Context: an optimization exercise on an open-source flow, tuned for small area, a short achievable clock period and few clock cycles per item. The choices shown serve that exercise and are no tape-out recipe.
Where RTL was checked, it was by simulation tests only, not by an equivalence proof against the original.
Power figures rest on the tool's default switching activity, not on a simulated workload.

garnet:
==> flow/design.v (excerpt) <==
module mod_exponent #(parameter WIDTH = 64) (
    input wire clk_in,
    input wire rst_in,
    input wire [WIDTH-1:0] base,
    input wire [WIDTH-1:0] exponent,
    input wire [WIDTH-1:0] modulo,
    input wire [WIDTH-1:0] inv_modulo,
    input wire [WIDTH:0] R,
    input wire [WIDTH-1:0] start_product,
    input wire valid_in,
    input wire ready_in,
    output logic [WIDTH-1:0] c_out,
    output logic valid_out,
    output logic busy_out
    );
export LEC_CHECK = 0
export CAP_MARGIN = 20
export CORE_MARGIN = 2
export CORE_UTILIZATION = 30
export PLACE_DENSITY = 0.4
export SLEW_MARGIN = 20
create_clock -name core_clock -period 10.0 [get_ports {clk_in}]
standard.sh (not shown) runs the stock make flow with config.mk's settings and CLKGATE_MAP_FILE= SYNTH_SCRIPT=/design/flow/synth_recipe.tcl, a recipe that flattens the netlist after the stock synthesis.
==> flow/flow/run.sh <==
#!/bin/bash
# Standard layout, with timing repair aiming well below the clock period so
# the resizer works on the paths that set the achieved period, and small
# port buffers (every port still gets one).
set -euo pipefail
export SETUP_SLACK_MARGIN=5.8
export BUFFER_PORTS_ARGS="-buffer_cell sky130_fd_sc_hd__buf_1"
bash standard.sh > standard.log 2>&1
garnet: done, clean on timing, DRC and antenna
### garnet -> amber
diff --git a/flow/flow/run.sh b/flow/flow/run.sh
--- a/flow/flow/run.sh
+++ b/flow/flow/run.sh
@@ -5,3 +5,3 @@
 set -euo pipefail
-export SETUP_SLACK_MARGIN=5.8
+export SETUP_SLACK_MARGIN=6.3
 export BUFFER_PORTS_ARGS="-buffer_cell sky130_fd_sc_hd__buf_1"
--- outcome ---
- Taking garnet as the reference point, the met3 wire length of amber rises by about 25%.
- The net total in the final layout was comparable across garnet and amber.
- Compared amber against garnet; sequential share of cell area within noise.
- Power down 81 uW in amber wrt garnet
- garnet → amber: combinational-cell power consumption went down about 1%; number of buffers created by CTS went up 1.
- amber ends up with a violation count after the first detailed-routing iteration that is 1.3% lower than in garnet.
No functional check of the RTL was part of any run of this note.

---

Another version of the RTL of mod_exponent (not shown whole).
Size in the first run: ~2100 cells after synthesis, roughly 0.022 mm^2 of cells after synthesis.
Design mod_exponent, start of the top module:
module mod_exponent #(parameter WIDTH = 64) (
    input wire clk_in,
    input wire rst_in,
    input wire [WIDTH-1:0] base,
    input wire [WIDTH-1:0] exponent,
    input wire [WIDTH-1:0] modulo,
    input wire [WIDTH-1:0] inv_modulo,
    input wire [WIDTH:0] R,
    input wire [WIDTH-1:0] start_product,
    input wire valid_in,
    input wire ready_in,
    output logic [WIDTH-1:0] c_out,
    output logic valid_out,
    output logic busy_out
    );
export LEC_CHECK = 0
export ABC_CLOCK_PERIOD_IN_PS = 3000
export CAP_MARGIN = 20
export CORE_MARGIN = 2
export CORE_UTILIZATION = 30
export PLACE_DENSITY = 0.4
export SLEW_MARGIN = 20
create_clock -name core_clock -period 10.0 [get_ports {clk_in}]
run.sh (not shown) runs the stock make flow with config.mk's settings and CLKGATE_MAP_FILE= SYNTH_SCRIPT=/design/flow/synth_recipe.tcl, a recipe that flattens the netlist after the stock synthesis.
Stock flow here: none of the scripts above is used.
The starting point completed without violations.
Change:
--- a/flow/config.mk
+++ b/flow/config.mk
@@ -8 +7,0 @@
-export ABC_CLOCK_PERIOD_IN_PS = 3000
The changed run finished with timing, DRC and antenna clean; routed wire length does not change; setup slack stays the same; maximum frequency is unchanged; cell area is unchanged; critical path depth does not change; cell count is unchanged.
Function was not checked in any run of this note: the RTL went through the layout flow alone.

---

The RTL this note starts from:
==> flow/design.v <==
`timescale 1ns/1ps
`default_nettype none
module multiplier #(parameter WIDTH = 64) (
    input  wire [WIDTH:0]   s_in,
    input  wire [WIDTH:0]   c_in,
    input  wire             e_in,
    input  wire [1:0]       a_in,
    input  wire [WIDTH-1:0] b_in,
    input  wire [WIDTH-1:0] n_in,
    input  wire             n1_in,    
    input  wire             iter,     
    input  wire             sub,      
    output logic [WIDTH:0]   s_out,
    output logic [WIDTH:0]   c_out,
    output logic            e_out
    );
    localparam TW = WIDTH + 3;
    logic [TW-1:0] s, c, r1, r2, r3, r4;
    logic [TW-1:0] s1, c1, s2, c2, s3, c3, s4, c4;
    logic [1:0] t, q;
    assign s  = {2'b00, s_in};
    assign c  = {2'b00, c_in};
    assign r1 = a_in[0] ? {3'b000, b_in} : {TW{1'b0}};
    assign r2 = a_in[1] ? {2'b00, b_in, 1'b0} : {TW{1'b0}};
    assign t = s_in[1:0] + c_in[1:0] + {1'b0, e_in} + r1[1:0] + r2[1:0];
    assign q = {iter & (t[1] ^ (t[0] & ~n1_in)), iter & t[0]};
    assign r3 = {{3{sub}}, (n_in & {WIDTH{q[0]}}) | (~n_in & {WIDTH{sub}})};
    assign r4 = q[1] ? {2'b00, n_in, 1'b0} : {TW{1'b0}};
    assign s1 = s ^ c ^ r1;
    assign c1 = {(s[TW-2:0] & c[TW-2:0]) | (s[TW-2:0] & r1[TW-2:0]) | (c[TW-2:0] & r1[TW-2:0]), e_in};
    assign s2 = s1 ^ c1 ^ r2;
    assign c2 = {(s1[TW-2:0] & c1[TW-2:0]) | (s1[TW-2:0] & r2[TW-2:0]) | (c1[TW-2:0] & r2[TW-2:0]), sub};
    assign s3 = s2 ^ c2 ^ r3;
    assign c3 = {(s2[TW-2:0] & c2[TW-2:0]) | (s2[TW-2:0] & r3[TW-2:0]) | (c2[TW-2:0] & r3[TW-2:0]), 1'b0};
    assign s4 = s3 ^ c3 ^ r4;
    assign c4 = {(s3[TW-2:0] & c3[TW-2:0]) | (s3[TW-2:0] & r4[TW-2:0]) | (c3[TW-2:0] & r4[TW-2:0]), 1'b0};
    always_comb begin
        if (iter) begin
            s_out = s4[TW-1:2];
            c_out = c4[TW-1:2];
            e_out = s4[1] & c4[1];
        end else begin
            s_out = s4[WIDTH:0];
            c_out = c4[WIDTH:0];
            e_out = 1'b0;
        end
    end
endmodule
`default_nettype wire
`timescale 1ns/1ps
`default_nettype none
module mont_reduction (
    input  wire [7:0]  x,
    output logic [2:0] pos
    );
    always_comb begin
        pos = 3'd0;
        for (int i = 0; i < 8; i++)
            if (x[i]) pos = i[2:0];
    end
endmodule
`default_nettype wire
`timescale 1ns/1ps
`default_nettype none
module mod_exponent #(parameter WIDTH = 64) (
    input wire clk_in,
    input wire rst_in,
    input wire [WIDTH-1:0] base,
    input wire [WIDTH-1:0] exponent,
    input wire [WIDTH-1:0] modulo,
    input wire [WIDTH-1:0] inv_modulo,
    input wire [WIDTH:0] R,
    input wire [WIDTH-1:0] start_product,
    input wire valid_in,
    input wire ready_in,
    output logic [WIDTH-1:0] c_out,
    output logic valid_out,
    output logic busy_out
    );
    localparam ST_IDLE = 3'd0, ST_SCAN = 3'd1, ST_ITER = 3'd2, ST_SETTLE = 3'd3,
               ST_FIX = 3'd4, ST_DONE = 3'd5, ST_SUB = 3'd6;
    localparam OP_SQ = 2'd0, OP_MUL = 2'd1, OP_CONV = 2'd2;
    logic [2:0] state, state_n;
    logic [1:0] op, op_n;
    logic [WIDTH-1:0] acc;
    logic n1_r;                  
    logic [7:0] bgrp;            
    logic [WIDTH:0] s_r, c_r;
    logic e_r;
    logic [1:0] a_r;
    logic [4:0] cnt;
    logic [6:0] idx, idx_n;      
    logic [7:0] grp;             
    logic scan_wait;             
    logic iter_r, sub_r;         
    logic [WIDTH:0] s_nx, c_nx;
    logic e_nx;
    multiplier #(.WIDTH(WIDTH)) step (
        .s_in(s_r), .c_in(c_r), .e_in(e_r), .a_in(a_r), .b_in(acc), .n_in(modulo),
        .n1_in(n1_r), .iter(iter_r), .sub(sub_r),
        .s_out(s_nx), .c_out(c_nx), .e_out(e_nx));
    logic [2:0] top_pos;
    mont_reduction lead (.x(grp), .pos(top_pos));
    assign c_out = acc;
    wire settled = (c_r == '0) && !e_r;
    wire ebit = grp[idx[2:0]];
    wire need_sub = s_r[WIDTH];
    wire [4:0] cnt1 = cnt + 5'd1;
    wire [4:0] cnt2 = cnt + 5'd2;
    logic ld_acc, ld_base, clr, set_one;
    logic [1:0] a_n;
    always_comb begin
        state_n = state;
        op_n = op;
        idx_n = idx;
        ld_acc = 1'b0;       
        ld_base = 1'b0;      
        clr = 1'b0;          
        set_one = 1'b0;      
        a_n = 2'b00;
        case (op)
            OP_SQ:   a_n = acc[{cnt1, 1'b0} +: 2];
            OP_MUL:  a_n = bgrp[{cnt1[1:0], 1'b0} +: 2];
            default: a_n = 2'b00;
        endcase
        if (state != ST_ITER || cnt == 5'd31) a_n = 2'b00;
        case (state)
            ST_IDLE: begin
                idx_n = 7'd63;
                if (valid_in) state_n = ST_SCAN;
            end
            ST_SCAN: begin
                ld_base = 1'b1;
                clr = 1'b1;
                if (scan_wait) begin
                end else if (grp != 8'd0) begin
                    idx_n = {1'b0, idx[5:3], top_pos} - 7'd1;
                    state_n = ST_ITER;
                    if (idx[5:3] == 3'd0 && top_pos == 3'd0) begin
                        op_n = OP_CONV;
                        a_n = 2'b01;
                    end else begin
                        op_n = OP_SQ;
                        a_n = base[1:0];
                    end
                end else if (idx[5:3] == 3'd0) begin
                    op_n = OP_CONV;
                    set_one = 1'b1;
                    state_n = ST_SETTLE;
                end else begin
                    idx_n = idx - 7'd8;
                end
            end
            ST_ITER: begin
                if (cnt == 5'd31) state_n = ST_SETTLE;
            end
            ST_SETTLE: begin
                if (settled && need_sub) begin
                    state_n = ST_SUB;
                end else if (settled) begin
                    ld_acc = 1'b1;
                    if (op == OP_CONV) begin
                        state_n = ST_SUB;
                    end else begin
                        clr = 1'b1;
                        state_n = ST_ITER;
                        if (op == OP_SQ && ebit) begin
                            op_n = OP_MUL;
                            a_n = bgrp[1:0];
                        end else if (idx[5:0] == 6'd0) begin
                            op_n = OP_CONV;
                            a_n = 2'b01;
                        end else begin
                            idx_n = idx - 7'd1;
                            op_n = OP_SQ;
                            a_n = s_r[1:0];
                        end
                    end
                end
            end
            ST_SUB: state_n = (op == OP_CONV) ? ST_FIX : ST_SETTLE;
            ST_FIX: begin
                if (settled) begin
                    ld_acc = !s_r[WIDTH];
                    state_n = ST_DONE;
                end
            end
            ST_DONE: if (ready_in) state_n = ST_IDLE;
            default: state_n = ST_IDLE;
        endcase
        if (rst_in) state_n = ST_IDLE;
    end
    always_ff @(posedge clk_in) begin
        n1_r <= modulo[1];
        bgrp <= base[{(state == ST_ITER) ? cnt2[4:2] : 3'd0, 3'b000} +: 8];
        grp <= exponent[{idx[5:3], 3'b000} +: 8];
        scan_wait <= (state == ST_IDLE) || ((state == ST_SCAN) && !scan_wait);
        idx <= idx_n;
        state <= state_n;
        op <= op_n;
        iter_r <= state_n == ST_ITER;
        sub_r <= state_n == ST_SUB;
        a_r <= a_n;
        cnt <= (state == ST_ITER) ? cnt1 : 5'd0;
        if (clr || set_one) begin
            s_r <= {{WIDTH{1'b0}}, set_one};
            c_r <= '0;
            e_r <= 1'b0;
        end else begin
            s_r <= s_nx;
            c_r <= c_nx;
            e_r <= e_nx;
        end
        if (ld_base) acc <= base;
        else if (ld_acc) acc <= s_r[WIDTH-1:0];
        if (rst_in) begin
            busy_out <= 1'b0;
            valid_out <= 1'b0;
        end else begin
            if (state == ST_IDLE && valid_in) busy_out <= 1'b1;
            if (state == ST_FIX && settled) begin
                busy_out <= 1'b0;
                valid_out <= 1'b1;
            end
            if (state == ST_DONE && ready_in) valid_out <= 1'b0;
        end
    end
endmodule
`default_nettype wire
==> flow/config.mk <==
export PLATFORM = sky130hd
export DESIGN_NAME = mod_exponent
export DESIGN_NICKNAME = mod_exponent
export VERILOG_FILES = /design/flow/design.v
export SDC_FILE = /design/flow/constraint.sdc
export NUM_CORES = 4
export LEC_CHECK = 0
export CAP_MARGIN = 20
export CORE_MARGIN = 2
export CORE_UTILIZATION = 60
export CTS_BUF_LIST = sky130_fd_sc_hd__clkbuf_16
export CTS_CLUSTER_DIAMETER = 60
export CTS_CLUSTER_SIZE = 22
export PLACE_DENSITY = 0.7
export SLEW_MARGIN = 20
==> flow/constraint.sdc <==
create_clock -name core_clock -period 10.0 [get_ports {clk_in}]
set_input_delay 2.0000 -clock core_clock [delete_from_list [all_inputs] [get_ports {clk_in}]]
set_output_delay 2.0000 -clock core_clock [all_outputs]
set_load 0.01 [all_outputs]
standard.sh (not shown) runs the stock make flow with config.mk's settings and CLKGATE_MAP_FILE= SYNTH_SCRIPT=/design/flow/synth_recipe.tcl, a recipe that flattens the netlist after the stock synthesis.
==> flow/flow/run.sh <==
#!/bin/bash
# Standard layout, with timing repair aiming well below the clock period so
# the resizer works on the paths that set the achieved period, and small
# port buffers (every port still gets one).
set -euo pipefail
export SETUP_SLACK_MARGIN=6.7
export BUFFER_PORTS_ARGS="-buffer_cell sky130_fd_sc_hd__buf_1"
bash standard.sh > standard.log 2>&1
The baseline finished with timing, DRC and antenna clean.
Testbench counts at the start, summed over its fixed seeds: cycles 63,316, items 32.
Rerun with:
CORE_UTILIZATION = 55   (was 60)
CTS_CLUSTER_DIAMETER = 70   (was 60)
CTS_CLUSTER_SIZE = 28   (was 22)
PLACE_DENSITY = 0.65   (was 0.7)
Outcome:
- The new run produced a clean layout
- register-to-register slack improved by 0.08 ns
- cell count came out higher by about 2%
- global-route usage came out lower by 2.7 points
- final area went down by 0.40%
- wire length is lower by about 0.9%
- combinational power went down by about 2%
- setup slack improves by 0.073 ns
Rerun with:
CORE_UTILIZATION = 70   (was 55)
CTS_CLUSTER_DIAMETER = 60   (was 70)
CTS_CLUSTER_SIZE = 22   (was 28)
PLACE_DENSITY = 0.8   (was 0.65)
After rerunning: Die area came out lower by 21%; fmax decreases by 5.3%; via count climbs by 5.9%.
Rerun with:
CORE_UTILIZATION = 55   (was 70)
CTS_CLUSTER_DIAMETER = 80   (was 60)
CTS_CLUSTER_SIZE = 34   (was 22)
PLACE_DENSITY = 0.65   (was 0.8)
What happened: The new run finished with timing, DRC and antenna clean; final area falls slightly; sequential share of layout area rises by 0.45 points; register-to-register slack is better by 0.13 ns; global-route usage falls by 7.8 points; critical path depth falls by 1; synthesized area does not change; non-clock buffer count falls by 19; worst hold slack is worse by 0.012 ns.

---

Starts from the design.v that is shown in full above.
Settings: LEC_CHECK=0, CAP_MARGIN=20, CORE_MARGIN=2, CORE_UTILIZATION=50, CTS_BUF_LIST=sky130_fd_sc_hd__clkbuf_16, CTS_CLUSTER_DIAMETER=70, CTS_CLUSTER_SIZE=28, PLACE_DENSITY=0.6, SLEW_MARGIN=20; clock period 10.0 ns.
Scripts as last shown in full above: flow/flow/run.sh
Testbench counts at the start, summed over its fixed seeds: cycles 63,316, items 32.
Rerun with:
--- a/flow/flow/run.sh
+++ b/flow/flow/run.sh
@@ -4,5 +4,5 @@
 # port buffers (every port still gets one).
 set -euo pipefail
-export SETUP_SLACK_MARGIN=6.7
+export SETUP_SLACK_MARGIN=6.55
 export BUFFER_PORTS_ARGS="-buffer_cell sky130_fd_sc_hd__buf_1"
 bash standard.sh > standard.log 2>&1
- CORE_UTILIZATION: 50 -> 55
- CTS_BUF_LIST: sky130_fd_sc_hd__clkbuf_16 -> not set
- CTS_CLUSTER_DIAMETER: 70 -> not set
- CTS_CLUSTER_SIZE: 28 -> not set
- PLACE_DENSITY: 0.6 -> 0.65
The new run passed the timing, design-rule and antenna checks.
Core utilization grows by 4.6 points.
Die area shrinks by 8.9%.
First-iteration DRC count shrinks by 6.2%.
Fmax shrinks by 0.88%.
Rerun with:
--- a/flow/flow/run.sh
+++ b/flow/flow/run.sh
@@ -4,5 +4,5 @@
 # port buffers (every port still gets one).
 set -euo pipefail
-export SETUP_SLACK_MARGIN=6.55
+export SETUP_SLACK_MARGIN=6.8
 export BUFFER_PORTS_ARGS="-buffer_cell sky130_fd_sc_hd__buf_1"
 bash standard.sh > standard.log 2>&1
- CTS_BUF_LIST: not set -> sky130_fd_sc_hd__clkbuf_16
- CTS_CLUSTER_DIAMETER: not set -> 60
- CTS_CLUSTER_SIZE: not set -> 22
The changed run passed the timing, design-rule and antenna checks.
Critical path depth goes down by 8.
Clock skew is higher by 0.017 ns.
First-iteration DRC count is higher by 32%.
Sequential share of layout area shrinks by 1.2 points.
Wire length rose by 7.7%.
Power increases by 9.7%.
Rerun with:
--- a/flow/flow/run.sh
+++ b/flow/flow/run.sh
@@ -4,5 +4,5 @@
 # port buffers (every port still gets one).
 set -euo pipefail
-export SETUP_SLACK_MARGIN=6.8
+export SETUP_SLACK_MARGIN=6.7
 export BUFFER_PORTS_ARGS="-buffer_cell sky130_fd_sc_hd__buf_1"
 bash standard.sh > standard.log 2>&1
What happened: Worst setup slack improves by 0.093 ns; sequential share of layout area went up by 1.2 points; die area does not change; cell count went down by a few percent; power went down by a little under a tenth; wire length went down by a few percent; core utilization went down by 3.2 points; critical path depth went up by 7; combinational power went down by about a fifth.

==> re-timing with driven ports <==
No port has a modelled driver above. Below, the same layouts with a new extraction and two added sets of constraints.
Step 1, drivers: a clkbuf_16 drives clk_in and a buf_2 each remaining input, both assumed.
Step 2 also shifts input and output timing later by t, the mid clock arrival at the registers, as if the neighbouring blocks saw the same clock.
Three values: ideal ports, drivers, drivers and shift; two values: the first two.
run | shift t [ns] | setup WS [ns] | clock arrival spread, ns
garnet | 0.679 | 4.478 / 4.478 / 4.478 | 0.033 / 0.033
amber | 0.678 | 4.554 / 4.554 / 4.554 | 0.020 / 0.019
the first run of note 2 | 0.634 | 4.882 / 4.882 / 4.699 | 0.020 / 0.020
the second run of note 2 | 0.634 | 4.882 / 4.882 / 4.699 | 0.020 / 0.020
the first run of note 3 | 0.559 | 6.689 / 6.689 / 6.207 | 0.015 / 0.015
the second run of note 3 | 0.579 | 6.763 / 6.711 / 6.218 | 0.036 / 0.037
the third run of note 3 | 0.570 | 6.582 / 6.582 / 6.156 | 0.031 / 0.032
the fourth run of note 3 | 0.557 | 6.716 / 6.716 / 6.197 | 0.031 / 0.031
the first run of note 4 | 0.593 | 6.639 / 6.639 / 6.185 | 0.033 / 0.032
the second run of note 4 | 0.604 | 6.610 / 6.559 / 6.108 | 0.012 / 0.012
the third run of note 4 | 0.597 | 6.624 / 6.570 / 6.148 | 0.029 / 0.029
the fourth run of note 4 | 0.587 | 6.717 / 6.712 / 6.191 | 0.023 / 0.023
After both steps every run listed still meets setup and hold. The setup slack of the second run of note 3, which loses most, moves by -0.052 ns with the drivers and by -0.545 ns with both steps.
